This is an optimization exercise on Yosys and OpenROAD, whose aim is small area and few clock cycles per item, not a production implementation.
In this exercise RTL edits were held to simulation tests only and were not proved equivalent to the original.
Power and IR drop assume default switching activity.

`flow/design.v`:
```
`timescale 1ns/1ps
module LCD_CTRL(clk, reset, datain, cmd, cmd_valid, dataout, output_valid, busy);
input           clk;
input           reset;
input   [7:0]   datain;
input   [2:0]   cmd;
input           cmd_valid;
output  [7:0]   dataout;
output          output_valid;
output reg      busy;
reg        ov;           
reg        ld;           
reg  [3:0] pa;           
reg  [3:0] pb;           
reg  [3:0] x;            
reg  [2:0] y;            
reg        fit;          
reg  [3:0] i;            
reg  [8:0] ra;           
reg  [5:0] hb;           
assign output_valid = ov;
wire wt = busy & ~ov & ~ld;      
reg [863:0] q;           
always @(posedge clk)
  q <= {(ld ? datain : q[7:0]), q[863:8]};
reg [7:0] pix;
reg [7:0] colpix;
integer ia, ih;
always @(*) begin
  pix = 8'd0;
  for (ih = 0; ih < 6; ih = ih + 1) begin
    colpix = 8'd0;
    for (ia = 0; ia < 9; ia = ia + 1)
      colpix = colpix | ({8{ra[ia]}} & q[96*ia + 16*ih +: 8]);
    pix = pix | ({8{hb[ih]}} & colpix);
  end
end
assign dataout = pix;
wire accept = cmd_valid & ~busy;
wire cload = (cmd == 3'd0);
wire c_r = (cmd == 3'd3), c_l = (cmd == 3'd4), c_u = (cmd == 3'd5), c_d = (cmd == 3'd6);
wire xinc = c_r & (x != 4'd8), xdec = c_l & (x != 4'd0);
wire yinc = c_d & (y != 3'd5), ydec = c_u & (y != 3'd0);
wire tofit = ~(c_r | c_l | c_u | c_d | (cmd == 3'd1));
wire nfit = tofit | (fit & (cmd != 3'd1));
wire [3:0] xs = x + {xdec, xdec, xdec, xinc | xdec};
wire [2:0] ys = y + {ydec, ydec, ydec | yinc};
wire [3:0] nx = (fit | tofit) ? 4'd4 : xs;
wire [2:0] ny = (fit | tofit) ? 3'd3 : ys;
wire [3:0] r0 = nfit ? 4'd1 : {1'b0, ny};
wire [3:0] c0 = nfit ? 4'd1 : nx;
wire [4:0] nb = {1'b0, c0} - {1'b0, pb} - 5'd1;
wire [3:0] b0 = nb[4] ? nb[3:0] + 4'd12 : nb[3:0];
wire [4:0] na = {1'b0, r0} - {1'b0, pa} - {4'd0, nb[4]};
wire [3:0] a0 = na[4] ? na[3:0] + 4'd9 : na[3:0];
wire rowch = (i[1:0] == 2'd3);
wire hstep = fit | rowch;
wire [5:0] hn = fit ? {hb[4:0], hb[5]} : {hb[1:0], hb[5:2]};
wire hc = fit ? hb[5] : ~(hb[0] | hb[1]);
wire a1 = hstep & (hc ^ (fit & rowch));
wire a2 = fit & rowch & hc;
wire ph_end = (pa == 4'd8) && (pb == 4'd11);
always @(posedge clk or posedge reset) begin
  if (reset) begin
    busy <= 1'b0;
    ov   <= 1'b0;
    ld   <= 1'b0;
  end else if (accept) begin
    busy <= 1'b1;
    ld   <= cload;
    ov   <= ~cload & ~b0[0];
  end else if (ld) begin
    ov <= pa[0] && (pb == 4'd2 || pb == 4'd5 || pb == 4'd8 || pb == 4'd11);
    if (ph_end) begin
      ld   <= 1'b0;
      busy <= 1'b0;
    end
  end else if (wt) begin
    ov <= 1'b1;
  end else if (ov) begin
    if (i == 4'd14) busy <= 1'b0;
    if (i == 4'd15) ov <= 1'b0;
  end
end
always @(posedge clk) begin
  if (accept && cload) begin
    pa <= 4'd0;
    pb <= 4'd0;
  end else if (pb == 4'd11) begin
    pb <= 4'd0;
    pa <= (pa == 4'd8) ? 4'd0 : pa + 4'd1;
  end else begin
    pb <= pb + 4'd1;
  end
  if (accept) begin
    i   <= 4'd0;
    fit <= nfit;
    x   <= nx;
    y   <= ny;
    ra  <= cload ? 9'b100000000 : 9'd1 << a0;
    hb  <= cload ? 6'b100000 : 6'd1 << b0[3:1];
  end else if (ov & ~ld) begin
    i <= i + 4'd1;
    if (hstep) hb <= hn;
    if (a1) ra <= {ra[7:0], ra[8]};
    else if (a2) ra <= {ra[6:0], ra[8:7]};
  end
end
endmodule
```
`flow/run.sh`:
```
#!/bin/bash
# synth_recipe.tcl (not shown) runs the flow's synth.tcl, then flattens the netlist and writes it again
# the make line also repeats each setting of config.mk as NAME=value (left out here)
make -C /OpenROAD-flow-scripts/flow DESIGN_CONFIG=/design/flow/config.mk WORK_HOME=/design/flow/orfs CLKGATE_MAP_FILE= SYNTH_SCRIPT=/design/flow/synth_recipe.tcl finish
```
`flow/config.mk`:
```
export PLATFORM = sky130hd
export DESIGN_NAME = LCD_CTRL
export DESIGN_NICKNAME = LCD_CTRL
export VERILOG_FILES = /design/flow/design.v
export SDC_FILE = /design/flow/constraint.sdc
export NUM_CORES = 4
export LEC_CHECK = 0
export CAP_MARGIN = 20
export CORE_MARGIN = 2
export CORE_UTILIZATION = 60
export CTS_BUF_LIST = sky130_fd_sc_hd__clkbuf_16
export CTS_CLUSTER_DIAMETER = 60
export CTS_CLUSTER_SIZE = 30
export SLEW_MARGIN = 20
```
`flow/constraint.sdc`:
```
create_clock -name core_clock -period 8.0 [get_ports {clk}]
set_input_delay 1.6000 -clock core_clock [delete_from_list [all_inputs] [get_ports {clk}]]
set_output_delay 1.6000 -clock core_clock [all_outputs]
set_load 0.01 [all_outputs]
```
==> results of run 1 <==
-- critical path, delay by kind of cell --
family	cells	cell delay, ns
AOI/OAI and AO/OA	6	0.98
adders and majority gates	6	1.78
buffers and inverters	3	0.79
and+or+nand+nor	8	1.80
xor gates and xnor gates	1	0.14
-- flip-flops by register name, indices dropped and copies added, names as in the netlist --
name,cells
q,864
ov,1
hb,6
ra,9
pa,4
i,4
fit,1
x,4
y,3
busy,1
ld,1
pb,4
-- where the power goes --
part / total (mW) / switching, mW / internal, mW
Combinational: 1.51 / 0.895 / 0.616
Clock: 2.54 / 1.40 / 1.14
Sequential: 5.53 / 0.411 / 5.12
Total: 9.58 / 2.70 / 6.88
-- Yosys cell counts (4+ instances only) --
cell type,n
a21oi_1,9
a221oi_1,48
a222oi_1,48
a22o_1,48
a22oi_1,72
and3_1,4
buf_1,8
clkbuf_1,59
dfxtp_1,876
edfxtp_1,23
fa_1,4
ha_1,21
inv_1,31
mux2_2,8
mux2i_1,17
nand2_1,27
nand2b_1,6
nand3_1,60
nand4_1,4
nor2_1,25
nor3_1,11
o211ai_1,5
o21ai_0,16
o22ai_1,6
o32ai_1,9
xnor2_1,10
xor2_1,6
-- metal layers --
layer	up-vias	track usage
li1	5386	-
met1	5492	0.3131
met2	273	0.3379
met3	69	0.03866
met4	0	0.06488
met5	-	0
-- stage by stage --
stage / setup WS (ns) / power, mW / util
floorplan: 1.774 / 6.504 / -
global placement: 0.9523 / 7.082 / 0.6226
detailed placement: 0.7899 / 7.122 / 0.6226
CTS: 1.373 / 9.642 / 0.6602
global route: 0.9580 / 10.02 / 0.6602
finish: 1.295 / 9.580 / 0.6602
-- cell families (layout without fill, tap and decap cells) --
family,Yosys count,count (layout),synth area share
fa+ha+maj,25,25,0.01517
compound gates,281,281,0.1027
simple gates,156,156,0.03511
buf+inv,100,134,0.01728
flops,902,902,0.8101
mux,25,25,0.01152
xor+xnor,18,18,0.008141
-- final cells by class --
class / count / area share
repair buffers: 36 / 0.01328
clock buffers: 42 / 0.04257
multi-input cells: 505 / 0.1580
flip-flops and latches: 902 / 0.7413
inverters: 31 / 0.004713
clock inverters: 25 / 0.01429
well taps: 511 / 0.02590
-- worst min-delay path by stage --
stage                         startpoint              to  depth (start not counted)  slack, ns
after floorplan             q[8]$_DFF_P_    q[0]$_DFF_P_                          0       0.31
after global placement    q[318]$_DFF_P_  q[310]$_DFF_P_                          0       0.31
after detailed placement    q[8]$_DFF_P_    q[0]$_DFF_P_                          0       0.31
after CTS                 q[861]$_DFF_P_  q[853]$_DFF_P_                          0       0.32
after global routing      q[298]$_DFF_P_  q[290]$_DFF_P_                          0       0.32
final                     q[861]$_DFF_P_  q[853]$_DFF_P_                          0       0.32
==> reports/qor.csv, run 1 <==
stage;metric;value;unit
status;status;complete, no violations;
job;max_cap viols;0;
sta;Tmin final;6.705;ns
critical_path;CP Launch Type;input port;
sta;fmax;0.1491;GHz
sta;Setup violations, final;0;
final_layout;filler cell count;2779;
power_and_ir_drop;P_leak;9.780;nW
critical_path;Worst EP required;8.39;ns
final_layout;register area;18300;sq um
clock_network;number of H-tree levels;2;
die;Core Region;37400;sq um
drt;total via count in the routed design;11220;
clock_network;post-CTS setup buffers;0;
synthesis;register area share after synthesis;0.8101;
grt;largest net degree at the start of global routing;39;
final_layout;multi-input logic area;3900;sq um
drt;met1 wire length;20210;um
sta;Final Hold Slack;0.3214;ns
critical_path;Critical Path Max Stage Delay;0.59;ns
sta;Final Hold Fails;0;
synthesis;unique cell type count in the Yosys netlist;58;
placed_design;# port buffers;23;
critical_path;R2R depth;22;
die;Die Area;39220;sq um
grt;global-route wire length before repair;63710;um
power_and_ir_drop;Max VDD drop;297.6;uV
sta;part of the cycle the worst path needs;0.8382;
synthesis;Mapped Area;22590;sq um
drt;first-pass iteration count of the detailed router;7;
die;die height;198.1;um
critical_path;CP cell instances;clkdlybuf4s50_1 > nor3b_1 > o41ai_1 > nand2_1 > ha_1 > ha_1 > a21oi_1 > xnor2_1 > nand2b_1 > and2b_2 > ha_1 > nand2b_1 > nand2b_1 > a21oi_1 > fa_1 > fa_1 > inv_1 > ha_1 > or4b_2 > o211ai_1 > o211ai_1 > nor2_1 > inv_1 > o32ai_1;
drt;drt first-iter violations;924;
clock_network;CTS clk-pin slew, worst paths;0.10;ns
synthesis;Synth area leaders;dfxtp_1 78%, edfxtp_1 3.1%, a22oi_1 2.4%;
clock_network;Resized cells post-CTS;0;
synthesis;dominant cell type by area after synthesis;dfxtp_1;
clock_network;clock latency on the worst-skew pair;0.59;ns
clock_network;clk sinks;902;
grt;GRT overflow;0;
clock_network;CTS Hold Buffers Added;0;
critical_path;Critical-path top delay cell;or4b_2;
drt;routed vias/inst;5.468;
clock_network;CTS Buf Count;41;
final_layout;fin nets;1556;
sta;Relative slew margins;0.3329;
die;FP Rows;71;
critical_path;crit path from;cmd[1];
synthesis;Seq cells post-synth;902;
clock_network;CTS tree;built;
drt;DR WL/cell;20.42;um
critical_path;largest fanout on the critical path;12;
placed_design;Placed Cells;1985;
critical_path;Reg-to-Reg Start;x[1]$_DFFE_PP_;
final_layout;leading cell type in the layout, fill and taps excluded;dfxtp_1;
grt;GRT Resource Usage Total;0.2173;
critical_path;CP arrival;7.10;ns
synthesis;Post-Syn Nets;1546;
synthesis;Synth Warn #;1;
die;num ports;24;
final_layout;ant diodes;0;
drt;DRC violations left;0;
placed_design;dpl cell area;23290;sq um
sta;setup TNS;0;ns
final_layout;Final Non-Filler Cells;2052;
critical_path;Critical Path End;ra[4]$_DFFE_PP_;
sta;fin. max-slew vios;0;
drt;Met2 Wirelength;18450;um
clock_network;clock root cell;clkbuf_16;
drt;met3 routed WL;2127;um
critical_path;Reg2Reg Setup Slack;2.16;ns
grt;initial antenna violation count;1;
die;Die W;198.1;um
critical_path;CP Capture Type;register;
die;starting density of the core;0.6041;
clock_network;clk buf depth;3;
final_layout;area delta synth->final;9.282;%
drt;Total Wirelength;41900;um
grt;vias in the first global route;10990;
final_layout;most frequent cells in the layout;876 x dfxtp_1, 72 x a22oi_1, 60 x nand3_1;
min_path;Tightest Hold Check Type;register to register;
synthesis;Yosys top cell area share;0.7762;
sta;worst-margin pin slew;1.001;ns
drt;Antenna Nets Post-Route;0;
sta;RSZ-0062 raised after global routing;no;
placed_design;GPL Wtd Cong;0.8050;
final_layout;cell area after layout;24690;sq um
power_and_ir_drop;Pwr Density;388.0;nW/um^2
critical_path;critical path's most frequent cell;ha_1;
sta;Final Skew;0.01713;ns
critical_path;Crit Path Class;input port to register;
synthesis;dominant synthesized flop cell;dfxtp_1;
placed_design;post-detail-place hpwl;25300;um
critical_path;Reg2Reg Capture Point;ra[4]$_DFFE_PP_;
synthesis;FFs w/ async S/R, synth;0.003326;
final_layout;share of cells above drive strength 1;0.06360;
synthesis;Synth Instances;1507;
synthesis;EDFF count, synth;23;
synthesis;Mapped Avg Cell Area;14.99;sq um
drt;highest metal used;met4;
Testbench counts, summed over its fixed seeds: cycles 17,449, commands 768.
==> run 2: changes to the inputs <==
==> flow/flow/run.sh (new file) <==
#!/bin/bash
# The standard layout (the standard.sh, all steps), with the input and
# output port buffers made from the smallest buffer cell.
export BUFFER_PORTS_ARGS="-buffer_cell sky130_fd_sc_hd__buf_1"
bash standard.sh > standard.log 2>&1
==> flow/standard.sh (new file) <==
#!/bin/bash
# synth_recipe.tcl (not shown) runs the flow's synth.tcl, then flattens the netlist and writes it again
# the make line also repeats each setting of config.mk as NAME=value (left out here)
make -C /OpenROAD-flow-scripts/flow DESIGN_CONFIG=/design/flow/config.mk WORK_HOME=/design/flow/orfs CLKGATE_MAP_FILE= SYNTH_SCRIPT=/design/flow/synth_recipe.tcl "${@:-finish}"
==> flow/config.mk (replaced) <==
export PLATFORM = sky130hd
export DESIGN_NAME = LCD_CTRL
export DESIGN_NICKNAME = LCD_CTRL
export VERILOG_FILES = /design/flow/design.v
export SDC_FILE = /design/flow/constraint.sdc
export NUM_CORES = 4
export LEC_CHECK = 0
export CAP_MARGIN = 5
export CORE_MARGIN = 2
export CORE_UTILIZATION = 60
export CTS_BUF_LIST = sky130_fd_sc_hd__clkbuf_8
export CTS_CLUSTER_DIAMETER = 60
export CTS_CLUSTER_SIZE = 19
export SLEW_MARGIN = 5
removed: flow/run.sh
==> reports/qor.csv, run 2 <==
stage;metric;value;unit;change
final_layout;max reg flops;864;;unchanged
synthesis;count leader, synth;dfxtp_1;;
power_and_ir_drop;Pwr Density;370.2;nW/um^2;-4.6%
sta;part of the cycle the worst path needs;0.7850;;-0.05318
critical_path;CP arrival;6.77;ns;-0.33 ns
grt;grt peak-use layer;met2;;
synthesis;Synth Warn #;1;;unchanged
power_and_ir_drop;Switching Share;0.2889;;+0.006757
grt;M3 GR Usage;0.04122;;+0.002555
sta;Setup violations, final;0;;unchanged
sta;Tmin final;6.280;ns;-0.4254 ns
synthesis;Synth Instances;1507;;unchanged
synthesis;unique cell type count in the Yosys netlist;58;;unchanged
drt;Total Wirelength;42170;um;+0.65%
grt;vias in the first global route;11310;;+2.9%
drt;routed vias/inst;5.490;;+0.40%
final_layout;most frequent cells in the layout;876 x dfxtp_1, 72 x a22oi_1, 60 x nand3_1, 54 x clkbuf_8;;
synthesis;dominant cell type by area after synthesis;dfxtp_1;;
power_and_ir_drop;Tot Pwr;8.867;mW;-7.4%
power_and_ir_drop;P_leak;9.456;nW;-3.3%
job;max_cap viols;0;;unchanged
clock_network;clock latency on the worst-skew pair;0.68;ns;+0.09 ns
die;Core Region;37400;sq um;unchanged
critical_path;largest fanout on the critical path;9;;-3
clock_network;number of H-tree levels;2;;unchanged
power_and_ir_drop;P_sw;2.562;mW;-5.2%
drt;drt first-iter violations;951;;+2.9%
sta;Final Hold Fails;0;;unchanged
min_path;Tightest Hold Check Type;register to register;;
synthesis;Synth area leaders;dfxtp_1 78%, edfxtp_1 3.1%, a22oi_1 2.4%;;
drt;first-pass iteration count of the detailed router;6;;-1
drt;Antenna Nets Post-Route;0;;unchanged
critical_path;Critical-path top delay cell;or4b_2;;
power_and_ir_drop;share of power burned in registers;0.625;;+0.048
clock_network;clock root cell;clkbuf_8;;
placed_design;post-detail-place hpwl;25570;um;+1.0%
sta;worst-margin pin slew;1.063;ns;+0.06275 ns
drt;DR WL/cell;20.58;um;+0.79%
synthesis;FFs w/ async S/R, synth;0.003326;;unchanged
power_and_ir_drop;Clk pwr share;0.213;;-0.052
grt;largest net degree at the start of global routing;39;;unchanged
power_and_ir_drop;combinational share of power;0.162;;+0.004
synthesis;Seq cells post-synth;902;;unchanged
sta;fmax;0.1592;GHz;+6.8%
critical_path;CP cell instances;buf_1 > nor3b_1 > o41ai_1 > nand2_1 > ha_1 > ha_1 > a21oi_1 > xnor2_1 > nand2b_1 > and2b_2 > ha_1 > nand2b_1 > nand2b_1 > a21oi_1 > fa_1 > fa_1 > inv_1 > ha_1 > or4b_2 > o211ai_1 > o211ai_1 > nor2_1 > inv_1 > o32ai_1;;
die;starting density of the core;0.6041;;unchanged
clock_network;CTS tree;built;;
synthesis;Yosys top cell area share;0.7762;;unchanged
clock_network;CTS Buf Count;54;;+32%
clock_network;post-CTS setup buffers;0;;unchanged
synthesis;EDFF count, synth;23;;unchanged
critical_path;Worst EP required;8.49;ns;+0.10 ns
power_and_ir_drop;Max VDD drop;227.7;uV;-24%
status;status;complete, no violations;;
grt;GRT overflow;0;;unchanged
synthesis;Post-Syn Nets;1546;;unchanged
grt;GRT Resource Usage Total;0.2211;;+0.003800
die;num ports;24;;unchanged
die;FP Rows;71;;unchanged
final_layout;leading cell type in the layout, fill and taps excluded;dfxtp_1;;
die;Die Area;39220;sq um;unchanged
critical_path;CP Launch Type;input port;;
placed_design;GPL Wtd Cong;0.8082;;+0.40%
grt;GRT met2 Usage;0.3485;;+0.01056
clock_network;CTS Hold Buffers Added;0;;unchanged
synthesis;Commonest cells post-synth;876 x dfxtp_1, 72 x a22oi_1, 60 x nand3_1;;
synthesis;Mapped Avg Cell Area;14.99;sq um;unchanged
final_layout;area delta synth->final;6.009;%;
power_and_ir_drop;Int Pwr;6.305;mW;-8.3%
clock_network;clk sinks;902;;unchanged
critical_path;CP Capture Type;register;;
synthesis;dominant synthesized flop cell;dfxtp_1;;
sta;Final Skew;0.01942;ns;+0.002296 ns
clock_network;Resized cells post-CTS;0;;unchanged
grt;met1 usage in global routing;0.3173;;+0.004186
sta;RSZ-0062 raised after global routing;no;;
final_layout;fin nets;1568;;+0.77%
critical_path;critical path's most frequent cell;ha_1;;
grt;initial antenna violation count;0;;-1
grt;global-route wire length before repair;64940;um;+1.9%
synthesis;register area share after synthesis;0.8101;;unchanged
sta;fin. max-slew vios;0;;unchanged
clock_network;CTS clk-pin slew, worst paths;0.11;ns;about the same
die;die height;198.1;um;unchanged
critical_path;Critical Path Max Stage Delay;0.60;ns;about the same
final_layout;share of cells above drive strength 1;0.06177;;-0.001827
clock_network;clk buf depth;3;;unchanged
die;Die W;198.1;um;unchanged
drt;DRC violations left;0;;unchanged
final_layout;largest register by flop count;q;;
critical_path;Crit Path Class;input port to register;;
final_layout;ant diodes;0;;unchanged
placed_design;# port buffers;23;;unchanged
final_layout;Top Registers;q: 864 flops, ra: 9 flops, hb: 6 flops;;
drt;total via count in the routed design;11250;;+0.25%
synthesis;Mapped Area;22590;sq um;unchanged
sta;setup TNS;0;ns;unchanged
sta;Relative slew margins;0.2910;;-0.04183
## run 2: cell counts after synthesis
Identical to the previous run, type by type.
## run 2: kinds of logic (layout without fill, tap and decap cells)
| kind of cell | after synthesis | after routing | synth area share |
|---|---|---|---|
| adder cells (fa/ha/maj) | 25 | 25 | 0.01517 |
| XOR/XNOR | 18 | 18 | 0.008141 |
| flip-flops | 902 | 902 | 0.8101 |
| multiplexers | 25 | 25 | 0.01152 |
| AO/OA/AOI/OAI | 281 | 281 | 0.1027 |
| AND/OR/NAND/NOR | 156 | 156 | 0.03511 |
| buffers and inverters | 100 | 131 | 0.01728 |
## run 2: critical path, delay by kind of cell
family | cells | cell delay, ns
buffers and inverters | 3 | 0.45
and+or+nand+nor | 8 | 1.83
AOI/OAI and AO/OA | 6 | 0.95
adders and majority gates | 6 | 1.80
xor gates and xnor gates | 1 | 0.14
## run 2: worst paths after layout
| kind | slack [ns] | endpoint | startpoint | cells after the start |
|---|---|---|---|---|
| worst max register to register | 2.20 | ra[6]$_DFFE_PP_ | x[1]$_DFFE_PP_ | 22 |
| worst min-delay path | 0.32 | q[165]$_DFF_P_ | q[173]$_DFF_P_ | 0 |
| worst max-delay path | 1.72 | ra[6]$_DFFE_PP_ | cmd[2] | 24 |
| min in group asynchronous | 0.74 | busy$_DFFE_PP0P_ | reset | 2 |
| max in group asynchronous | 7.13 | ov$_DFF_PP0_ | reset | 2 |
| worst min register to register | 0.32 | q[165]$_DFF_P_ | q[173]$_DFF_P_ | 0 |
## run 2: per-stage QoR
| stage | instance area (sq um) | utilization | cells | worst slack, ns | hold WS, ns |
|---|---|---|---|---|---|
| 3_5_place_dp | 23130 | 0.6186 | 1984 | 1.145 | 0.3121 |
| 3_3_place_gp | 23130 | 0.6186 | 1984 | 1.306 | 0.3095 |
| 6_report | 23950 | 0.6404 | 2049 | 1.720 | 0.3159 |
| 2_1_floorplan | 22590 | - | 1507 | 1.774 | 0.3096 |
| 5_1_grt | 23950 | 0.6404 | 2049 | 1.307 | 0.3245 |
| 4_1_cts | 23950 | 0.6404 | 2049 | 1.845 | 0.3176 |
## run 2: power by group through the flow
| stage | Combinational [mW] | Clock [mW] | Sequential, mW |
|---|---|---|---|
| after floorplan | 1.13 | 0 | 5.38 |
| after global placement | 1.40 | 0 | 5.63 |
| after detailed placement | 1.43 | 0 | 5.64 |
| after CTS | 1.44 | 1.96 | 5.54 |
| after global routing | 1.60 | 2.11 | 5.61 |
| final | 1.44 | 1.89 | 5.54 |
## run 2: layout make-up
class                      instances  area (sq um)
timing repair buffer              35         176.4
tap                              511         639.4
sequential                       902         18300
clock buffer                      54         743.2
fill                            2836         13450
inverter                          31         116.4
multi-input combinational        505          3900
clock inverter                    11         72.57
## run 2: per-layer routing
layer	part of all wire	routed length [um]	vias to the layer above
li1	-	-	5381
met1	0.48	20100	5530
met2	0.45	18900	274
met3	0.057	2397	63
met4	0.018	774	0
met5	0	0	-
==> run 3: changes to the inputs <==
==> flow/config.mk (replaced) <==
export PLATFORM = sky130hd
export DESIGN_NAME = LCD_CTRL
export DESIGN_NICKNAME = LCD_CTRL
export VERILOG_FILES = /design/flow/design.v
export SDC_FILE = /design/flow/constraint.sdc
export NUM_CORES = 4
export LEC_CHECK = 0
export CAP_MARGIN = 20
export CORE_MARGIN = 2
export CORE_UTILIZATION = 60
export CTS_BUF_LIST = sky130_fd_sc_hd__clkbuf_8
export CTS_CLUSTER_DIAMETER = 60
export CTS_CLUSTER_SIZE = 20
export SLEW_MARGIN = 20
==> reports/qor.csv, run 3 <==
stage;metric;value;unit;change
clock_network;number of H-tree levels;2;;unchanged
power_and_ir_drop;P_leak;9.437;nW;-0.20%
critical_path;CP Launch Type;input port;;
sta;part of the cycle the worst path needs;0.7810;;-0.003946
sta;setup TNS;0;ns;unchanged
clock_network;clk buf depth;3;;unchanged
synthesis;Mapped Avg Cell Area;14.99;sq um;unchanged
synthesis;unique cell type count in the Yosys netlist;58;;unchanged
final_layout;ant diodes;0;;unchanged
sta;worst-margin pin slew;1.055;ns;-0.008554 ns
grt;global-route wire length before repair;64940;um;unchanged
drt;DRC violations left;0;;unchanged
grt;GRT Resource Usage Total;0.2210;;about the same
sta;Final Hold Fails;0;;unchanged
grt;GRT overflow;0;;unchanged
synthesis;Synth Instances;1507;;unchanged
critical_path;Reg2Reg Setup Slack;2.21;ns;about the same
synthesis;Post-Syn Nets;1546;;unchanged
sta;fmax;0.1600;GHz;+0.50%
die;Core Region;37400;sq um;unchanged
final_layout;largest register by flop count;q;;
drt;routed vias/inst;5.476;;-0.25%
drt;DR WL/cell;20.53;um;-0.25%
final_layout;max reg flops;864;;unchanged
critical_path;Crit Path Class;input port to register;;
job;max_cap viols;0;;unchanged
synthesis;EDFF count, synth;23;;unchanged
clock_network;CTS clk-pin slew, worst paths;0.12;ns;about the same
sta;Final Hold Slack;0.3194;ns;+0.003448 ns
synthesis;dominant cell type by area after synthesis;dfxtp_1;;
critical_path;Worst EP required;8.51;ns;+0.02 ns
sta;Setup violations, final;0;;unchanged
final_layout;most frequent cells in the layout;876 x dfxtp_1, 72 x a22oi_1, 60 x nand3_1, 51 x clkbuf_8;;
synthesis;Synth Warn #;1;;unchanged
synthesis;Post-Synth XOR/XNOR Area;0.008141;;unchanged
synthesis;Mapped Area;22590;sq um;unchanged
synthesis;register area share after synthesis;0.8101;;unchanged
synthesis;post-synthesis mux area share;0.01152;;unchanged
synthesis;Seq cells post-synth;902;;unchanged
synthesis;Synth area leaders;dfxtp_1 78%, edfxtp_1 3.1%, a22oi_1 2.4%;;
synthesis;Adder-Cell Fraction of Synth Area;0.01517;;unchanged
final_layout;Top Registers;q: 864 flops, ra: 9 flops, hb: 6 flops;;
sta;Relative slew margins;0.2960;;+0.004928
status;status;complete, no violations;;
final_layout;fin nets;1565;;-0.19%
min_path;Tightest Hold Check Type;register to register;;
sta;RSZ-0062 raised after global routing;no;;
grt;vias in the first global route;11290;;-0.16%
placed_design;# port buffers;23;;unchanged
synthesis;dominant synthesized flop cell;dfxtp_1;;
clock_network;CTS Hold Buffers Added;0;;unchanged
critical_path;CP Capture Type;register;;
die;Die Area;39220;sq um;unchanged
final_layout;leading cell type in the layout, fill and taps excluded;dfxtp_1;;
final_layout;Util after Layout;0.6392;;-0.001237
drt;Total Wirelength;42000;um;-0.40%
synthesis;Commonest cells post-synth;876 x dfxtp_1, 72 x a22oi_1, 60 x nand3_1;;
placed_design;dpl cell area;23130;sq um;unchanged
final_layout;area delta synth->final;5.804;%;
placed_design;post-detail-place hpwl;25570;um;unchanged
final_layout;share of cells above drive strength 1;0.05863;;-0.003137
drt;drt first-iter violations;935;;-1.7%
synthesis;largest family of logic cells by synthesized area;compound AO/OA/AOI/OAI gates;;
clock_network;post-CTS setup buffers;0;;unchanged
synthesis;Yosys top cell area share;0.7762;;unchanged
drt;Antenna Nets Post-Route;0;;unchanged
sta;Tmin final;6.248;ns;-0.03157 ns
clock_network;CTS Buf Count;51;;-5.6%
die;die height;198.1;um;unchanged
die;FP Rows;71;;unchanged
drt;first-pass iteration count of the detailed router;5;;-1
synthesis;Compound-Gate Fraction of Synth Area;0.1027;;unchanged
clock_network;clock root cell;clkbuf_8;;
die;num ports;24;;unchanged
synthesis;FFs w/ async S/R, synth;0.003326;;unchanged
critical_path;critical path's most frequent cell;ha_1;;
power_and_ir_drop;Tot Pwr;8.808;mW;-0.66%
critical_path;CP bufs+invs;3;;unchanged
die;Die W;198.1;um;unchanged
power_and_ir_drop;Pwr Density;368.5;nW/um^2;-0.47%
critical_path;Critical-path top delay cell;or4b_2;;
critical_path;Crit path max-delay family;simple AND/OR/NAND/NOR gates;;
sta;Final Skew;0.02572;ns;+0.006302 ns
grt;initial antenna violation count;1;;+1
die;starting density of the core;0.6041;;unchanged
critical_path;Critical Path Max Stage Delay;0.60;ns;about the same
clock_network;Resized cells post-CTS;0;;unchanged
placed_design;GPL Wtd Cong;0.8082;;unchanged
synthesis;count leader, synth;dfxtp_1;;
critical_path;CP cell instances;buf_1 > nor3b_1 > o41ai_1 > nand2_1 > ha_1 > ha_1 > a21oi_1 > xnor2_1 > nand2b_1 > and2b_2 > ha_1 > nand2b_1 > nand2b_1 > a21oi_1 > fa_1 > fa_1 > inv_1 > ha_1 > or4b_2 > o211ai_1 > o211ai_1 > nor2_1 > inv_1 > o32ai_1;;
sta;fin. max-slew vios;0;;unchanged
final_layout;cell area after layout;23900;sq um;-0.19%
clock_network;clk sinks;902;;unchanged
synthesis;Simple-Gate Fraction of Synth Area;0.03511;;unchanged
clock_network;CTS tree;built;;
clock_network;clock latency on the worst-skew pair;0.68;ns;about the same
critical_path;largest fanout on the critical path;9;;unchanged
critical_path;CP arrival;6.76;ns;about the same
drt;total via count in the routed design;11200;;-0.40%
grt;largest net degree at the start of global routing;39;;unchanged
power_and_ir_drop;Max VDD drop;269.3;uV;+18%
-- run 3: cells by family after synthesis --
group / Yosys count
flip-flops: 902
AO/OA/AOI/OAI: 281
AND/OR/NAND/NOR: 156
buffers and inverters: 100
multiplexers: 25
adder cells (fa/ha/maj): 25
XOR/XNOR: 18
-- run 3: through the flow --
stage	setup slack, ns	instances
floorplan	1.774	1507
global placement	1.306	1984
detailed placement	1.145	1984
CTS	1.874	2046
global route	1.346	2046
finish	1.752	2046
-- run 3: cell type report --
class,instances,area [sq um]
clock inverter,11,67.56
multi-input combinational,505,3900
clock buffer,51,701.9
sequential,902,18300
tap,511,639.4
inverter,31,116.4
fill,2845,13500
timing repair buffer,35,176.4
-- run 3: metal layers --
layer  track usage  share of wire  vias up
met1        0.3177           0.49     5548
met4       0.04623          0.014        0
li1              -              -     5372
met3       0.04258          0.048       43
met2        0.3512           0.45      240
met5             0              0        -
-- run 3: path summary, 6_finish.rpt --
kind	cells after the start	startpoint	endpoint
max	24	cmd[2]	ra[4]$_DFFE_PP_
min	0	q[72]$_DFF_P_	q[64]$_DFF_P_
max reg2reg	22	x[1]$_DFFE_PP_	ra[4]$_DFFE_PP_
min reg2reg	0	q[72]$_DFF_P_	q[64]$_DFF_P_
max in group asynchronous	2	reset	ov$_DFF_PP0_
min in group asynchronous	2	reset	busy$_DFFE_PP0P_
-- run 3: power by group --
group | switching [mW] | internal (mW)
clock | 1.24 | 0.590
sequential | 0.424 | 5.12
combinational | 0.873 | 0.563
total | 2.54 | 6.27
==> run 4: changes to the inputs <==
--- a/flow/config.mk
+++ b/flow/config.mk
@@ -9,6 +9,6 @@
 export CORE_MARGIN = 2
 export CORE_UTILIZATION = 60
 export CTS_BUF_LIST = sky130_fd_sc_hd__clkbuf_8
-export CTS_CLUSTER_DIAMETER = 60
+export CTS_CLUSTER_DIAMETER = 45
 export CTS_CLUSTER_SIZE = 20
 export SLEW_MARGIN = 20
==> reports/qor.csv, run 4 <==
stage;metric;value;unit;change
status;status;complete, no violations;;
clock_network;CTS Buf Count;60;;+18%
sta;part of the cycle the worst path needs;0.7850;;+0.003993
grt;largest net degree at the start of global routing;39;;unchanged
clock_network;CTS tree;built;;
sta;fin. max-slew vios;0;;unchanged
sta;Final Hold Slack;0.3211;ns;+0.001703 ns
critical_path;largest fanout on the critical path;9;;unchanged
sta;worst-margin pin slew;1.080;ns;+0.02515 ns
drt;drt first-iter violations;899;;-3.9%
grt;GRT Resource Usage Total;0.2225;;+0.001477
synthesis;Mapped Avg Cell Area;14.99;sq um;unchanged
synthesis;dominant cell type by area after synthesis;dfxtp_1;;
placed_design;dpl cell area;23130;sq um;unchanged
drt;routed vias/inst;5.478;;about the same
synthesis;FFs w/ async S/R, synth;0.003326;;unchanged
synthesis;Seq cells post-synth;902;;unchanged
clock_network;number of H-tree levels;2;;unchanged
final_layout;fin nets;1574;;+0.58%
min_path;worst hold endpoint;q[37]$_DFF_P_;;
critical_path;critical path's most frequent cell;ha_1;;
sta;Relative slew margins;0.2800;;-0.01599
die;Die W;198.1;um;unchanged
critical_path;CP cell instances;buf_1 > nor3b_1 > o41ai_1 > nand2_1 > ha_1 > ha_1 > a21oi_1 > xnor2_1 > nand2b_1 > and2b_2 > ha_1 > nand2b_1 > nand2b_1 > a21oi_1 > fa_1 > fa_1 > inv_1 > ha_1 > or4b_2 > o211ai_1 > o211ai_1 > nor2_1 > inv_1 > o32ai_1;;
critical_path;CP Launch Type;input port;;
sta;RSZ-0062 raised after global routing;no;;
final_layout;most frequent cells in the layout;876 x dfxtp_1, 72 x a22oi_1, 65 x clkbuf_8, 60 x nand3_1;;
power_and_ir_drop;Clk pwr share;0.254;;+0.046
min_path;HP Start;q[45]$_DFF_P_;;
placed_design;# port buffers;23;;unchanged
synthesis;Commonest cells post-synth;876 x dfxtp_1, 72 x a22oi_1, 60 x nand3_1;;
drt;Antenna Nets Post-Route;0;;unchanged
grt;GRT overflow;0;;unchanged
critical_path;CP arrival;6.76;ns;about the same
min_path;hold path depth;0;;unchanged
drt;DR WL/cell;20.45;um;-0.39%
final_layout;leading cell type in the layout, fill and taps excluded;dfxtp_1;;
critical_path;Critical Path Max Stage Delay;0.60;ns;about the same
drt;Total Wirelength;42540;um;+1.3%
synthesis;Post-Syn Nets;1546;;unchanged
placed_design;GPL Wtd Cong;0.8082;;unchanged
min_path;Tightest Hold Check Type;register to register;;
sta;fmax;0.1592;GHz;-0.51%
synthesis;Synth Warn #;1;;unchanged
synthesis;register area share after synthesis;0.8101;;unchanged
sta;setup TNS;0;ns;unchanged
die;starting density of the core;0.6041;;unchanged
final_layout;area delta synth->final;8.113;%;
die;num ports;24;;unchanged
clock_network;post-CTS setup buffers;0;;unchanged
sta;Final Hold Fails;0;;unchanged
power_and_ir_drop;Tot Pwr;9.371;mW;+6.4%
power_and_ir_drop;Max VDD drop;241.5;uV;-10%
synthesis;dominant synthesized flop cell;dfxtp_1;;
sta;Final Skew;0.02585;ns;+0.0001303 ns
final_layout;Util after Layout;0.6531;;+0.01395
clock_network;clock latency on the worst-skew pair;0.68;ns;about the same
power_and_ir_drop;P_sw;2.705;mW;+6.6%
clock_network;clk sinks;902;;unchanged
critical_path;Reg2Reg Capture Point;ra[4]$_DFFE_PP_;;
drt;DRC violations left;0;;unchanged
placed_design;Placed Cells;1984;;unchanged
grt;vias in the first global route;11420;;+1.2%
power_and_ir_drop;share of power burned in registers;0.592;;-0.037
final_layout;largest register by flop count;q;;
synthesis;Yosys top cell area share;0.7762;;unchanged
synthesis;unique cell type count in the Yosys netlist;58;;unchanged
sta;final setup margin;1.720;ns;-0.03194 ns
placed_design;post-detail-place hpwl;25570;um;unchanged
power_and_ir_drop;P_leak;9.695;nW;+2.7%
critical_path;Worst EP required;8.48;ns;-0.03 ns
die;Core Region;37400;sq um;unchanged
critical_path;CP Capture Type;register;;
placed_design;setup slack after placement;1.145;ns;unchanged
clock_network;CTS Hold Buffers Added;0;;unchanged
final_layout;ant diodes;0;;unchanged
synthesis;Mapped Area;22590;sq um;unchanged
critical_path;Reg2Reg Setup Slack;2.18;ns;-0.03 ns
synthesis;Synth area leaders;dfxtp_1 78%, edfxtp_1 3.1%, a22oi_1 2.4%;;
critical_path;Reg-to-Reg Start;x[1]$_DFFE_PP_;;
job;max_cap viols;0;;unchanged
die;die height;198.1;um;unchanged
grt;initial antenna violation count;0;;-1
power_and_ir_drop;Pwr Density;383.7;nW/um^2;+4.1%
synthesis;count leader, synth;dfxtp_1;;
grt;global-route wire length before repair;65610;um;+1.0%
clock_network;clk buf depth;3;;unchanged
final_layout;Final Non-Filler Cells;2080;;+1.7%
drt;first-pass iteration count of the detailed router;6;;+1
power_and_ir_drop;Switching Share;0.2886;;+0.0004606
power_and_ir_drop;combinational share of power;0.154;;-0.009
die;FP Rows;71;;unchanged
final_layout;cell area after layout;24430;sq um;+2.2%
synthesis;Synth Instances;1507;;unchanged
final_layout;share of cells above drive strength 1;0.08158;;+0.02295
clock_network;CTS clk-pin slew, worst paths;0.11;ns;about the same
final_layout;Top Registers;q: 864 flops, ra: 9 flops, hb: 6 flops;;
drt;total via count in the routed design;11400;;+1.7%
synthesis;EDFF count, synth;23;;unchanged
critical_path;Crit Path Class;input port to register;;
power_and_ir_drop;Int Pwr;6.666;mW;+6.3%
critical_path;R2R depth;22;;unchanged
die;Die Area;39220;sq um;unchanged
critical_path;Critical-path top delay cell;or4b_2;;
final_layout;max reg flops;864;;unchanged
clock_network;clock root cell;clkbuf_8;;
sta;Setup violations, final;0;;unchanged
clock_network;Resized cells post-CTS;0;;unchanged
sta;Tmin final;6.280;ns;+0.03194 ns
run 4: final cells by class:
cell class,count,area (sq um)
clock buffer,65,894.6
clock inverter,31,396.6
fill,2789,12970
inverter,31,116.4
multi-input combinational,505,3900
sequential,902,18300
tap,511,639.4
timing repair buffer,35,176.4
run 4: worst max path at each step:
stage	startpoint	end	slack, ns	cells after the start
after floorplan	cmd[1]	ra[6]$_DFFE_PP_	1.77	24
after global placement	cmd[2]	ra[6]$_DFFE_PP_	1.31	24
after detailed placement	cmd[2]	ra[8]$_DFFE_PP_	1.14	24
after CTS	cmd[2]	ra[6]$_DFFE_PP_	1.83	24
after global routing	cmd[2]	ra[4]$_DFFE_PP_	1.30	24
final	cmd[2]	ra[4]$_DFFE_PP_	1.72	24
run 4: power groups by stage:
stage	combinational (mW)	sequential, mW	clock, mW
after floorplan	1.13	5.38	0
final	1.44	5.55	2.38
after global placement	1.40	5.63	0
after CTS	1.44	5.55	2.45
after detailed placement	1.43	5.64	0
after global routing	1.60	5.61	2.61
run 4: kinds of logic (layout without fill, tap and decap cells):
logic type,Yosys count,count (layout),synth area share
flip-flops,902,902,0.8101
AO/OA/AOI/OAI,281,281,0.1027
AND/OR/NAND/NOR,156,156,0.03511
buffers and inverters,100,162,0.01728
adder cells (fa/ha/maj),25,25,0.01517
multiplexers,25,25,0.01152
XOR/XNOR,18,18,0.008141
run 4: critical path: cells and delay by family:
| family | cells | cell delay, ns |
|---|---|---|
| buffers and inverters | 3 | 0.43 |
| AOI/OAI and AO/OA | 6 | 0.95 |
| adders and majority gates | 6 | 1.80 |
| and+or+nand+nor | 8 | 1.83 |
| xor gates and xnor gates | 1 | 0.14 |
run 4: per-layer routing:
metal / vias up / GRT usage / routed length [um]
li1: 5431 / - / -
met1: 5636 / 0.3192 / 20600
met2: 273 / 0.3522 / 19160
met3: 55 / 0.03986 / 1996
met4: 0 / 0.05597 / 780
met5: - / 0 / 0
==> run 5: changes to the inputs <==
--- a/flow/config.mk
+++ b/flow/config.mk
@@ -7,8 +7,8 @@
 export LEC_CHECK = 0
 export CAP_MARGIN = 20
 export CORE_MARGIN = 2
-export CORE_UTILIZATION = 60
+export CORE_UTILIZATION = 70
 export CTS_BUF_LIST = sky130_fd_sc_hd__clkbuf_8
-export CTS_CLUSTER_DIAMETER = 45
+export CTS_CLUSTER_DIAMETER = 60
 export CTS_CLUSTER_SIZE = 20
 export SLEW_MARGIN = 20
==> reports/qor.csv, run 5 <==
stage;metric;value;unit;change
status;status;complete, no violations;;
final_layout;filler cell count;1989;;-29%
grt;largest net degree at the start of global routing;39;;unchanged
critical_path;largest fanout on the critical path;9;;unchanged
power_and_ir_drop;Int Pwr;6.294;mW;-5.6%
placed_design;# port buffers;23;;unchanged
critical_path;Critical-path top delay cell;or4b_2;;
final_layout;max reg flops;864;;unchanged
synthesis;Synth Warn #;1;;unchanged
die;starting density of the core;0.7141;;+0.1100
clock_network;clk sinks;902;;unchanged
synthesis;Post-Syn Nets;1546;;unchanged
critical_path;CP cell instances;buf_1 > nor3b_1 > o41ai_1 > nand2_1 > ha_1 > ha_1 > a21oi_1 > xnor2_1 > nand2b_1 > and2b_2 > ha_1 > nand2b_1 > nand2b_1 > a21oi_1 > fa_1 > fa_1 > inv_1 > ha_1 > or4b_2 > o211ai_1 > o211ai_1 > nor2_1 > inv_1 > o32ai_1;;
sta;part of the cycle the worst path needs;0.7835;;-0.001532
die;die height;183.7;um;-7.3%
final_layout;area delta synth->final;5.211;%;
die;Core Region;31640;sq um;-15%
grt;vias in the first global route;11380;;-0.40%
sta;Setup violations, final;0;;unchanged
synthesis;Synth Instances;1507;;unchanged
synthesis;FFs w/ async S/R, synth;0.003326;;unchanged
synthesis;Mapped Avg Cell Area;14.99;sq um;unchanged
final_layout;register area;18300;sq um;unchanged
die;Die W;183.7;um;-7.3%
sta;fin. max-slew vios;0;;unchanged
power_and_ir_drop;Switching Share;0.2842;;-0.004441
sta;final setup margin;1.732;ns;+0.01226 ns
grt;GRT Resource Usage Total;0.2428;;+0.02025
final_layout;multi-input logic area;3900;sq um;unchanged
synthesis;register area share after synthesis;0.8101;;unchanged
drt;routed vias/inst;5.822;;+6.3%
synthesis;Yosys top cell area share;0.7762;;unchanged
synthesis;Mapped Area;22590;sq um;unchanged
drt;drt first-iter violations;1062;;+18%
final_layout;fin nets;1563;;-0.70%
clock_network;post-CTS setup buffers;0;;unchanged
clock_network;CTS tree;built;;
grt;global-route wire length before repair;62620;um;-4.6%
min_path;worst hold endpoint;q[179]$_DFF_P_;;
synthesis;Commonest cells post-synth;876 x dfxtp_1, 72 x a22oi_1, 60 x nand3_1;;
clock_network;CTS Hold Buffers Added;0;;unchanged
clock_network;clk buf depth;3;;unchanged
sta;fmax;0.1595;GHz;+0.20%
clock_network;Resized cells post-CTS;0;;unchanged
sta;Relative slew margins;0.2772;;-0.002725
grt;GRT overflow;0;;unchanged
final_layout;Top Registers;q: 864 flops, ra: 9 flops, hb: 6 flops;;
power_and_ir_drop;Max VDD drop;253.0;uV;+4.8%
synthesis;Synth area leaders;dfxtp_1 78%, edfxtp_1 3.1%, a22oi_1 2.4%;;
final_layout;most frequent cells in the layout;876 x dfxtp_1, 72 x a22oi_1, 60 x nand3_1, 54 x clkbuf_8;;
placed_design;GPL Wtd Cong;0.8140;;+0.72%
final_layout;Util after Layout;0.7514;;+0.09825
critical_path;CP Capture Type;register;;
sta;worst-margin pin slew;1.084;ns;+0.004087 ns
die;Die Area;33730;sq um;-14%
placed_design;post-detail-place hpwl;25090;um;-1.9%
synthesis;EDFF count, synth;23;;unchanged
critical_path;CP bufs+invs;3;;unchanged
min_path;hold path depth;0;;unchanged
drt;DR WL/cell;20.95;um;+2.4%
power_and_ir_drop;combinational share of power;0.158;;+0.004
drt;total via count in the routed design;11250;;-1.2%
placed_design;setup slack after placement;1.179;ns;+0.03422 ns
critical_path;Reg2Reg Capture Point;ra[6]$_DFFE_PP_;;
sta;RSZ-0062 raised after global routing;no;;
min_path;HP Start;q[187]$_DFF_P_;;
clock_network;CTS Buf Count;51;;-15%
power_and_ir_drop;share of power burned in registers;0.634;;+0.042
power_and_ir_drop;Clk pwr share;0.208;;-0.046
synthesis;unique cell type count in the Yosys netlist;58;;unchanged
drt;Antenna Nets Post-Route;0;;unchanged
clock_network;CTS clk-pin slew, worst paths;0.11;ns;about the same
die;FP Rows;65;;-8.5%
synthesis;count leader, synth;dfxtp_1;;
clock_network;clock latency on the worst-skew pair;0.61;ns;-0.07 ns
grt;initial antenna violation count;0;;unchanged
drt;first-pass iteration count of the detailed router;6;;unchanged
drt;Total Wirelength;40500;um;-4.8%
critical_path;Worst EP required;8.42;ns;-0.06 ns
critical_path;Critical Path Max Stage Delay;0.59;ns;about the same
critical_path;CP arrival;6.69;ns;-0.07 ns
sta;Tmin final;6.268;ns;-0.01226 ns
critical_path;Reg-to-Reg Start;x[1]$_DFFE_PP_;;
final_layout;leading cell type in the layout, fill and taps excluded;dfxtp_1;;
sta;Final Skew;0.02218;ns;-0.003671 ns
power_and_ir_drop;Pwr Density;369.9;nW/um^2;-3.6%
min_path;Tightest Hold Check Type;register to register;;
job;max_cap viols;0;;unchanged
drt;DRC violations left;0;;unchanged
critical_path;critical path's most frequent cell;ha_1;;
critical_path;CP Launch Type;input port;;
die;num ports;24;;unchanged
critical_path;Crit path max-delay family;adder cells;;
critical_path;Reg2Reg Setup Slack;2.26;ns;+0.08 ns
final_layout;largest register by flop count;q;;
clock_network;clock root cell;clkbuf_8;;
critical_path;Crit Path Class;input port to register;;
final_layout;share of cells above drive strength 1;0.05813;;-0.02345
critical_path;R2R depth;22;;unchanged
synthesis;dominant synthesized flop cell;dfxtp_1;;
power_and_ir_drop;P_sw;2.499;mW;-7.6%
power_and_ir_drop;P_leak;9.438;nW;-2.6%
sta;Final Hold Fails;0;;unchanged
sta;setup TNS;0;ns;unchanged
synthesis;dominant cell type by area after synthesis;dfxtp_1;;
synthesis;Seq cells post-synth;902;;unchanged
clock_network;number of H-tree levels;2;;unchanged
final_layout;ant diodes;0;;unchanged
-- run 5: cell counts after synthesis --
No cell type changed its count.
-- run 5: layout make-up --
cell class                      instances  area share
Multi-Input combinational cell        505      0.1641
Clock buffer                           54     0.03127
Timing Repair Buffer                   33    0.006790
Clock inverter                          6    0.001842
Tap cell                              402     0.02116
Sequential cell                       902      0.7700
Inverter                               31    0.004895
-- run 5: per-stage QoR --
| stage | area, sq um | cells | hold WS, ns | power [mW] |
|---|---|---|---|---|
| final | 23770 | 1933 | 0.3278 | 8.793 |
| after CTS | 23770 | 1933 | 0.3188 | 8.824 |
| after global placement | 22980 | 1873 | 0.3095 | 6.979 |
| after global routing | 23770 | 1933 | 0.3361 | 9.187 |
| after detailed placement | 22980 | 1873 | 0.3121 | 7.043 |
| after floorplan | 22590 | 1507 | 0.3096 | 6.504 |
-- run 5: logic make-up after synthesis --
group           count (synthesis)  synth area share
xor+xnor                       18          0.008141
simple gates                  156           0.03511
fa+ha+maj                      25           0.01517
mux                            25           0.01152
buf+inv                       100           0.01728
flops                         902            0.8101
compound gates                281            0.1027
-- run 5: how the worst max path moves through the flow --
stage	start	to	slack [ns]	cells past startpoint
after floorplan	cmd[1]	ra[6]$_DFFE_PP_	1.77	24
after global placement	cmd[1]	ra[6]$_DFFE_PP_	1.39	24
after detailed placement	cmd[2]	ra[6]$_DFFE_PP_	1.18	24
after CTS	cmd[2]	ra[6]$_DFFE_PP_	1.77	24
after global routing	cmd[1]	ra[4]$_DFFE_PP_	1.37	24
final	cmd[2]	ra[6]$_DFFE_PP_	1.73	24
-- run 5: worst register-to-register path: cells and delay by family, from the launching register on --
family / cells / cell delay [ns]
buf+inv: 2 / 0.20
flops: 1 / 0.46
compound gates: 6 / 1.55
xor+xnor: 1 / 0.07
fa+ha+maj: 6 / 1.92
simple gates: 7 / 1.38
-- run 5: layer usage --
metal	vias to the layer above	track usage	share of wire
met5	-	0	0
met4	0	0.06912	0.024
met3	61	0.03170	0.049
met2	305	0.3914	0.46
met1	5524	0.3492	0.47
li1	5363	-	-
-- run 5: power by group through the flow --
stage	Combinational [mW]	Sequential [mW]	Clock (mW)
after floorplan	1.13	5.38	0
after global placement	1.33	5.65	0
after detailed placement	1.38	5.67	0
after CTS	1.39	5.57	1.87
after global routing	1.53	5.63	2.03
final	1.39	5.57	1.83
==> run 6: changes to the inputs <==
==> flow/flow/run.sh (replaced) <==
#!/bin/bash
# The standard layout (the standard.sh, all steps), with the input and
# output port buffers made from the smallest buffer cell and clock tree
# synthesis run without dummy loads.
export BUFFER_PORTS_ARGS="-buffer_cell sky130_fd_sc_hd__buf_1"
export CTS_ARGS="-sink_clustering_enable -repair_clock_nets -sink_clustering_size 20 -sink_clustering_max_diameter 60 -buf_list sky130_fd_sc_hd__clkbuf_8 -dont_use_dummy_load"
bash standard.sh > standard.log 2>&1
==> reports/qor.csv, run 6 <==
stage;metric;value;unit;change
critical_path;Reg2Reg Capture Point;ra[6]$_DFFE_PP_;;
final_layout;leading cell type in the layout, fill and taps excluded;dfxtp_1;;
synthesis;Mapped Avg Cell Area;14.99;sq um;unchanged
critical_path;Worst EP required;8.38;ns;-0.04 ns
sta;Relative slew margins;0.2920;;+0.01472
critical_path;R2R depth;22;;unchanged
grt;GRT Resource Usage Total;0.2424;;-0.0003061
synthesis;Yosys top cell area share;0.7762;;unchanged
synthesis;FFs w/ async S/R, synth;0.003326;;unchanged
critical_path;crit path from;cmd[2];;
min_path;Tightest Hold Check Type;register to register;;
grt;vias in the first global route;11380;;+0.044%
synthesis;Adder-Cell Fraction of Synth Area;0.01517;;unchanged
drt;DRC violations left;0;;unchanged
critical_path;Crit Path Class;input port to register;;
critical_path;Critical Path End;ra[6]$_DFFE_PP_;;
critical_path;Reg2Reg Setup Slack;2.31;ns;+0.05 ns
critical_path;Reg-to-Reg Start;x[1]$_DFFE_PP_;;
synthesis;Seq cells post-synth;902;;unchanged
drt;Total Wirelength;40450;um;-0.11%
sta;worst-margin pin slew;1.062;ns;-0.02208 ns
final_layout;Top Registers;q: 864 flops, ra: 9 flops, hb: 6 flops;;
final_layout;area delta synth->final;4.835;%;
clock_network;CTS Buf Count;51;;unchanged
clock_network;clk sinks;902;;unchanged
grt;initial antenna violation count;0;;unchanged
drt;routed vias/inst;5.867;;+0.79%
synthesis;EDFF count, synth;23;;unchanged
final_layout;fin nets;1563;;unchanged
drt;total via count in the routed design;11290;;+0.32%
synthesis;Synth area leaders;dfxtp_1 78%, edfxtp_1 3.1%, a22oi_1 2.4%;;
sta;fin. max-slew vios;0;;unchanged
critical_path;CP Launch Type;input port;;
sta;setup TNS;0;ns;unchanged
synthesis;register area share after synthesis;0.8101;;unchanged
sta;Setup violations, final;0;;unchanged
synthesis;largest family of logic cells by synthesized area;compound AO/OA/AOI/OAI gates;;
placed_design;dpl cell area;22980;sq um;unchanged
clock_network;CTS Hold Buffers Added;0;;unchanged
power_and_ir_drop;Pwr Density;368.4;nW/um^2;-0.41%
clock_network;clock root cell;clkbuf_8;;
clock_network;CTS clk-pin slew, worst paths;0.11;ns;about the same
synthesis;Compound-Gate Fraction of Synth Area;0.1027;;unchanged
synthesis;Post-Synth XOR/XNOR Area;0.008141;;unchanged
die;num ports;24;;unchanged
final_layout;Util after Layout;0.7487;;-0.002690
clock_network;clock latency on the worst-skew pair;0.61;ns;about the same
drt;Antenna Nets Post-Route;0;;unchanged
final_layout;cell area after layout;23690;sq um;-0.36%
placed_design;post-detail-place hpwl;25090;um;unchanged
sta;Final Skew;0.04455;ns;+0.02237 ns
critical_path;CP arrival;6.67;ns;-0.02 ns
power_and_ir_drop;P_leak;9.384;nW;-0.58%
grt;global-route wire length before repair;62510;um;-0.19%
final_layout;most frequent cells in the layout;876 x dfxtp_1, 72 x a22oi_1, 60 x nand3_1, 51 x clkbuf_8;;
synthesis;Commonest cells post-synth;876 x dfxtp_1, 72 x a22oi_1, 60 x nand3_1;;
synthesis;dominant cell type by area after synthesis;dfxtp_1;;
final_layout;largest register by flop count;q;;
sta;Final Hold Fails;0;;unchanged
job;max_cap viols;0;;unchanged
clock_network;Resized cells post-CTS;0;;unchanged
final_layout;ant diodes;0;;unchanged
die;starting density of the core;0.7141;;unchanged
final_layout;max reg flops;864;;unchanged
die;Core Region;31640;sq um;unchanged
sta;part of the cycle the worst path needs;0.7862;;+0.002677
sta;Tmin final;6.289;ns;+0.02142 ns
critical_path;CP Capture Type;register;;
placed_design;GPL Wtd Cong;0.8140;;unchanged
sta;RSZ-0062 raised after global routing;no;;
sta;fmax;0.1590;GHz;-0.34%
drt;first-pass iteration count of the detailed router;6;;unchanged
synthesis;Synth Instances;1507;;unchanged
drt;DR WL/cell;21.02;um;+0.35%
clock_network;CTS tree;built;;
final_layout;share of cells above drive strength 1;0.05453;;-0.003598
synthesis;dominant synthesized flop cell;dfxtp_1;;
clock_network;post-CTS setup buffers;0;;unchanged
die;Die Area;33730;sq um;unchanged
synthesis;Mapped Area;22590;sq um;unchanged
die;die height;183.7;um;unchanged
synthesis;post-synthesis mux area share;0.01152;;unchanged
synthesis;count leader, synth;dfxtp_1;;
synthesis;unique cell type count in the Yosys netlist;58;;unchanged
grt;largest net degree at the start of global routing;39;;unchanged
die;FP Rows;65;;unchanged
power_and_ir_drop;Max VDD drop;250.4;uV;-1.0%
synthesis;Synth Warn #;1;;unchanged
die;Die W;183.7;um;unchanged
drt;drt first-iter violations;1150;;+8.3%
synthesis;Simple-Gate Fraction of Synth Area;0.03511;;unchanged
final_layout;filler cell count;2000;;+0.55%
clock_network;number of H-tree levels;2;;unchanged
clock_network;clk buf depth;3;;unchanged
critical_path;largest fanout on the critical path;9;;unchanged
synthesis;Post-Syn Nets;1546;;unchanged
status;status;complete, no violations;;
grt;GRT overflow;0;;unchanged
placed_design;# port buffers;23;;unchanged
## run 6: power breakdown
group / internal [mW] / switching (mW) / total [mW]
clock: 0.577 / 1.19 / 1.76
combinational: 0.559 / 0.829 / 1.39
sequential: 5.12 / 0.455 / 5.57
total: 6.25 / 2.47 / 8.72
## run 6: routing by layer
| layer | share of wire | GRT usage | vias up |
|---|---|---|---|
| li1 | - | - | 5353 |
| met2 | 0.46 | 0.3914 | 309 |
| met1 | 0.47 | 0.3481 | 5569 |
| met3 | 0.046 | 0.03090 | 58 |
| met4 | 0.023 | 0.07072 | 0 |
| met5 | 0 | 0 | - |
## run 6: cell families (layout without fill, tap and decap cells)
kind of cell / Yosys count / after routing
flip-flops: 902 / 902
AO/OA/AOI/OAI: 281 / 281
AND/OR/NAND/NOR: 156 / 156
buffers and inverters: 100 / 115
adder cells (fa/ha/maj): 25 / 25
multiplexers: 25 / 25
XOR/XNOR: 18 / 18
## run 6: worst min-delay path by stage
stage,endpoint,cells past startpoint,startpoint
floorplan,q[0]$_DFF_P_,0,q[8]$_DFF_P_
global placement,q[627]$_DFF_P_,0,q[635]$_DFF_P_
detailed placement,q[182]$_DFF_P_,0,q[190]$_DFF_P_
CTS,q[533]$_DFF_P_,0,q[541]$_DFF_P_
global route,q[533]$_DFF_P_,0,q[541]$_DFF_P_
finish,q[533]$_DFF_P_,0,q[541]$_DFF_P_
## run 6: cell type report
class | instances | area (sq um) | area share
multi-input cells | 505 | 3900 | 0.1647
clock buffers | 51 | 701.9 | 0.02964
repair buffers | 33 | 161.4 | 0.006815
inverters | 31 | 116.4 | 0.004913
flip-flops and latches | 902 | 18300 | 0.7727
well taps | 402 | 503.0 | 0.02124
## run 6: per-stage QoR
| step | std cells | setup slack [ns] | hold WS (ns) | power (mW) |
|---|---|---|---|---|
| floorplan | 1507 | 1.774 | 0.3096 | 6.504 |
| global placement | 1873 | 1.387 | 0.3095 | 6.979 |
| detailed placement | 1873 | 1.179 | 0.3121 | 7.043 |
| CTS | 1924 | 1.754 | 0.2870 | 8.757 |
| global route | 1924 | 1.369 | 0.3127 | 9.115 |
| finish | 1924 | 1.711 | 0.3034 | 8.725 |
## run 6: worst max-delay path, stage by stage
cell and delay (ns):
buf_1 0.24, nor3b_1 0.37, o41ai_1 0.22, nand2_1 0.10, ha_1 0.18, ha_1 0.16, a21oi_1 0.05, xnor2_1 0.13
nand2b_1 0.15, and2b_2 0.21, ha_1 0.34, nand2b_1 0.10, nand2b_1 0.08, a21oi_1 0.09, fa_1 0.41, fa_1 0.51
inv_1 0.12, ha_1 0.19, or4b_2 0.59, o211ai_1 0.12, o211ai_1 0.19, nor2_1 0.14, inv_1 0.08, o32ai_1 0.29
==> run 7: changes to the inputs <==
--- a/flow/config.mk
+++ b/flow/config.mk
@@ -7,8 +7,9 @@
 export LEC_CHECK = 0
 export CAP_MARGIN = 20
 export CORE_MARGIN = 2
-export CORE_UTILIZATION = 70
+export CORE_UTILIZATION = 75
 export CTS_BUF_LIST = sky130_fd_sc_hd__clkbuf_8
 export CTS_CLUSTER_DIAMETER = 60
 export CTS_CLUSTER_SIZE = 20
+export GPL_TIMING_DRIVEN = 0
 export SLEW_MARGIN = 20
==> reports/qor.csv, run 7 <==
stage;metric;value;unit;change
synthesis;Synth area leaders;dfxtp_1 78%, edfxtp_1 3.1%, a22oi_1 2.4%;;
clock_network;CTS clk-pin slew, worst paths;0.12;ns;about the same
placed_design;GPL Wtd Cong;0.8609;;+5.8%
power_and_ir_drop;Max VDD drop;302.9;uV;+21%
drt;total via count in the routed design;12330;;+9.3%
power_and_ir_drop;share of power burned in registers;0.598;;-0.041
synthesis;Synth Warn #;1;;unchanged
critical_path;crit path from;cmd[1];;
placed_design;post-detail-place hpwl;33820;um;+35%
sta;Relative slew margins;0.1660;;-0.1259
drt;first-pass iteration count of the detailed router;5;;-1
grt;vias in the first global route;12270;;+7.8%
clock_network;CTS tree;built;;
power_and_ir_drop;P_leak;9.436;nW;+0.56%
sta;Final Skew;0.08563;ns;+0.04108 ns
job;max_cap viols;0;;unchanged
critical_path;largest fanout on the critical path;10;;+1
clock_network;clock latency on the worst-skew pair;0.64;ns;+0.03 ns
power_and_ir_drop;combinational share of power;0.201;;+0.042
power_and_ir_drop;Int Pwr;6.290;mW;+0.59%
final_layout;area delta synth->final;5.699;%;
critical_path;Reg2Reg Setup Slack;2.11;ns;-0.20 ns
sta;Tmin final;6.534;ns;+0.2450 ns
drt;routed vias/inst;6.258;;+6.7%
power_and_ir_drop;Switching Share;0.3051;;+0.02179
clock_network;post-CTS setup buffers;0;;unchanged
synthesis;dominant synthesized flop cell;dfxtp_1;;
sta;fin. max-slew vios;0;;unchanged
die;Die Area;31530;sq um;-6.5%
die;die height;177.6;um;-3.3%
synthesis;Mapped Area;22590;sq um;unchanged
synthesis;unique cell type count in the Yosys netlist;58;;unchanged
critical_path;Critical-path top delay cell;or4b_2;;
synthesis;FFs w/ async S/R, synth;0.003326;;unchanged
critical_path;CP Capture Type;register;;
sta;part of the cycle the worst path needs;0.8168;;+0.03063
critical_path;Crit Path Class;input port to register;;
die;Core Region;29640;sq um;-6.3%
critical_path;Critical Path Max Stage Delay;0.59;ns;about the same
clock_network;clock root cell;clkbuf_8;;
power_and_ir_drop;Tot Pwr;9.051;mW;+3.7%
die;starting density of the core;0.7623;;+0.04815
final_layout;Top Registers;q: 864 flops, ra: 9 flops, hb: 6 flops;;
synthesis;Seq cells post-synth;902;;unchanged
synthesis;register area share after synthesis;0.8101;;unchanged
sta;RSZ-0062 raised after global routing;no;;
clock_network;clk sinks;902;;unchanged
grt;GRT overflow;0;;unchanged
sta;Final Hold Fails;0;;unchanged
die;num ports;24;;unchanged
final_layout;fin nets;1622;;+3.8%
power_and_ir_drop;P_sw;2.761;mW;+12%
critical_path;Reg-to-Reg Start;x[1]$_DFFE_PP_;;
final_layout;max reg flops;864;;unchanged
clock_network;CTS Buf Count;52;;+2.0%
synthesis;count leader, synth;dfxtp_1;;
grt;global-route wire length before repair;75420;um;+21%
critical_path;number of stages on the worst setup path;25;;+4.2%
power_and_ir_drop;Pwr Density;379.0;nW/um^2;+2.9%
synthesis;Commonest cells post-synth;876 x dfxtp_1, 72 x a22oi_1, 60 x nand3_1;;
synthesis;EDFF count, synth;23;;unchanged
final_layout;ant diodes;0;;unchanged
grt;largest net degree at the start of global routing;21;;-46%
synthesis;Synth Instances;1507;;unchanged
sta;Setup violations, final;0;;unchanged
min_path;hold path depth;0;;unchanged
sta;worst-margin pin slew;1.251;ns;+0.1889 ns
critical_path;critical path's most frequent cell;ha_1;;
grt;initial antenna violation count;0;;unchanged
clock_network;Resized cells post-CTS;0;;unchanged
critical_path;Critical Path End;ra[4]$_DFFE_PP_;;
critical_path;Reg2Reg Capture Point;ra[4]$_DFFE_PP_;;
synthesis;Yosys top cell area share;0.7762;;unchanged
critical_path;CP bufs+invs;4;;+1
critical_path;Worst EP required;8.44;ns;+0.06 ns
synthesis;Mapped Avg Cell Area;14.99;sq um;unchanged
min_path;Tightest Hold Check Type;register to register;;
final_layout;leading cell type in the layout, fill and taps excluded;dfxtp_1;;
clock_network;clk buf depth;3;;unchanged
synthesis;Post-Syn Nets;1546;;unchanged
critical_path;Crit path max-delay family;adder cells;;
drt;DRC violations left;0;;unchanged
synthesis;dominant cell type by area after synthesis;dfxtp_1;;
final_layout;share of cells above drive strength 1;0.04870;;-0.005830
status;status;complete, no violations;;
clock_network;number of H-tree levels;2;;unchanged
sta;setup TNS;0;ns;unchanged
drt;DR WL/cell;26.58;um;+26%
drt;Antenna Nets Post-Route;0;;unchanged
critical_path;CP arrival;6.98;ns;+0.31 ns
critical_path;CP Launch Type;input port;;
sta;fmax;0.1530;GHz;-3.7%
grt;GRT Resource Usage Total;0.3368;;+0.09438
drt;drt first-iter violations;1402;;+22%
die;FP Rows;63;;-3.1%
final_layout;largest register by flop count;q;;
clock_network;CTS Hold Buffers Added;0;;unchanged
final_layout;most frequent cells in the layout;876 x dfxtp_1, 72 x a22oi_1, 60 x nand3_1, 59 x clkbuf_1, 52 x clkbuf_8;;
power_and_ir_drop;Clk pwr share;0.200;;-0.002
drt;Total Wirelength;52390;um;+30%
placed_design;# port buffers;22;;-4.3%
die;Die W;177.6;um;-3.3%
critical_path;R2R depth;22;;unchanged
run 7: layout make-up:
cell class,instances,area [sq um]
well taps,390,488.0
plain buffers,69,275.3
inverters,31,116.4
fillers,1670,5758
multi-input cells,505,3900
repair buffers,22,82.58
flip-flops and latches,902,18300
clock buffers,52,715.7
run 7: layer usage:
| metal | share of wire | GRT usage |
|---|---|---|
| met3 | 0.089 | 0.07198 |
| met5 | 0 | 0 |
| met4 | 0.036 | 0.1189 |
| met1 | 0.40 | 0.4528 |
| met2 | 0.47 | 0.5462 |
run 7: worst min-delay path by stage:
stage | start | endpoint
after floorplan | q[8]$_DFF_P_ | q[0]$_DFF_P_
after global placement | q[397]$_DFF_P_ | q[389]$_DFF_P_
after detailed placement | q[141]$_DFF_P_ | q[133]$_DFF_P_
after CTS | q[762]$_DFF_P_ | q[754]$_DFF_P_
after global routing | q[10]$_DFF_P_ | q[2]$_DFF_P_
final | q[410]$_DFF_P_ | q[402]$_DFF_P_
run 7: metrics by stage:
stage | util | cells | hold slack (ns) | setup slack (ns) | cell area, sq um
finish | 0.8057 | 1971 | 0.2883 | 1.466 | 23880
global route | 0.8057 | 1971 | 0.2867 | 1.058 | 23880
CTS | 0.8057 | 1971 | 0.2919 | 1.577 | 23880
detailed placement | 0.7815 | 1919 | 0.3121 | 0.9369 | 23160
global placement | 0.7815 | 1919 | 0.3097 | 1.143 | 23160
floorplan | - | 1507 | 0.3096 | 1.774 | 22590
run 7: worst reg2reg max path: stages, from the launching register on:
cell and delay, ns:
edfxtp_1 0.46, o41ai_1 0.71, nand2_1 0.12, ha_1 0.25
ha_1 0.20, a21oi_1 0.18, xnor2_1 0.08, nand2b_1 0.15
and2b_2 0.21, ha_1 0.34, nand2b_1 0.11, nand2b_1 0.09
a21oi_1 0.10, fa_1 0.42, fa_1 0.52, inv_1 0.13
ha_1 0.20, or4b_2 0.59, o211ai_1 0.13, o211ai_1 0.22
nor2_1 0.16, inv_1 0.08, o32ai_1 0.34
run 7: cells by family (layout without fill, tap and decap cells):
logic type               after synthesis  in the layout  synth area share
flip-flops                           902            902            0.8101
AO/OA/AOI/OAI                        281            281            0.1027
AND/OR/NAND/NOR                      156            156           0.03511
buffers and inverters                100            174           0.01728
adder cells (fa/ha/maj)               25             25           0.01517
multiplexers                          25             25           0.01152
XOR/XNOR                              18             18          0.008141
run 7: power by group through the flow:
stage                     Sequential, mW  Combinational, mW  Clock, mW
final                               5.41               1.82       1.81
after global routing                5.46               1.93       1.98
after global placement              5.47               1.70          0
after detailed placement            5.50               1.76          0
after CTS                           5.40               1.78       1.82
after floorplan                     5.38               1.13          0

## separate check: timing with driven ports
The results above use ideal ports. As a check the final layouts listed here were re-extracted and re-timed, cells and wires unchanged.
Step 1 assumes that a clkbuf_16 drives the clock port and a buf_2 every other input.
Step 2 moves the port delays by t, midway between the first and last clock arrival at a register: inputs arrive t later, outputs are due t later. That takes back most of the time a late clock gives input paths.
a / b / c = ideal / step 1 / step 2; a / b = the first two.
| run | t (ns) | setup WS [ns] | hold slack, ns | worst register clock-pin slew, ns | worst data-port slew with drivers (ns) |
|---|---|---|---|---|---|
| run 1 | 0.638 | 1.295 / 1.326 / 0.688 | 0.321 / 0.321 / 0.321 | 0.10 / 0.10 | 0.04 |
| run 2 | 0.729 | 1.720 / 1.753 / 1.024 | 0.316 / 0.316 / 0.316 | 0.11 / 0.11 | 0.04 |
| run 3 | 0.712 | 1.752 / 1.781 / 1.069 | 0.319 / 0.319 / 0.319 | 0.12 / 0.12 | 0.04 |
| run 4 | 0.716 | 1.720 / 1.752 / 1.037 | 0.321 / 0.321 / 0.321 | 0.12 / 0.12 | 0.04 |
| run 5 | 0.649 | 1.732 / 1.757 / 1.108 | 0.328 / 0.328 / 0.328 | 0.12 / 0.12 | 0.04 |
| run 6 | 0.623 | 1.711 / 1.736 / 1.113 | 0.303 / 0.303 / 0.303 | 0.11 / 0.11 | 0.03 |
| run 7 | 0.645 | 1.466 / 1.488 / 0.843 | 0.288 / 0.288 / 0.288 | 0.12 / 0.12 | 0.04 |
After both steps setup and hold are still met in every run listed. For run 2, which loses most, drivers alone change the setup slack by +0.033 ns; drivers and shift together by -0.696 ns.
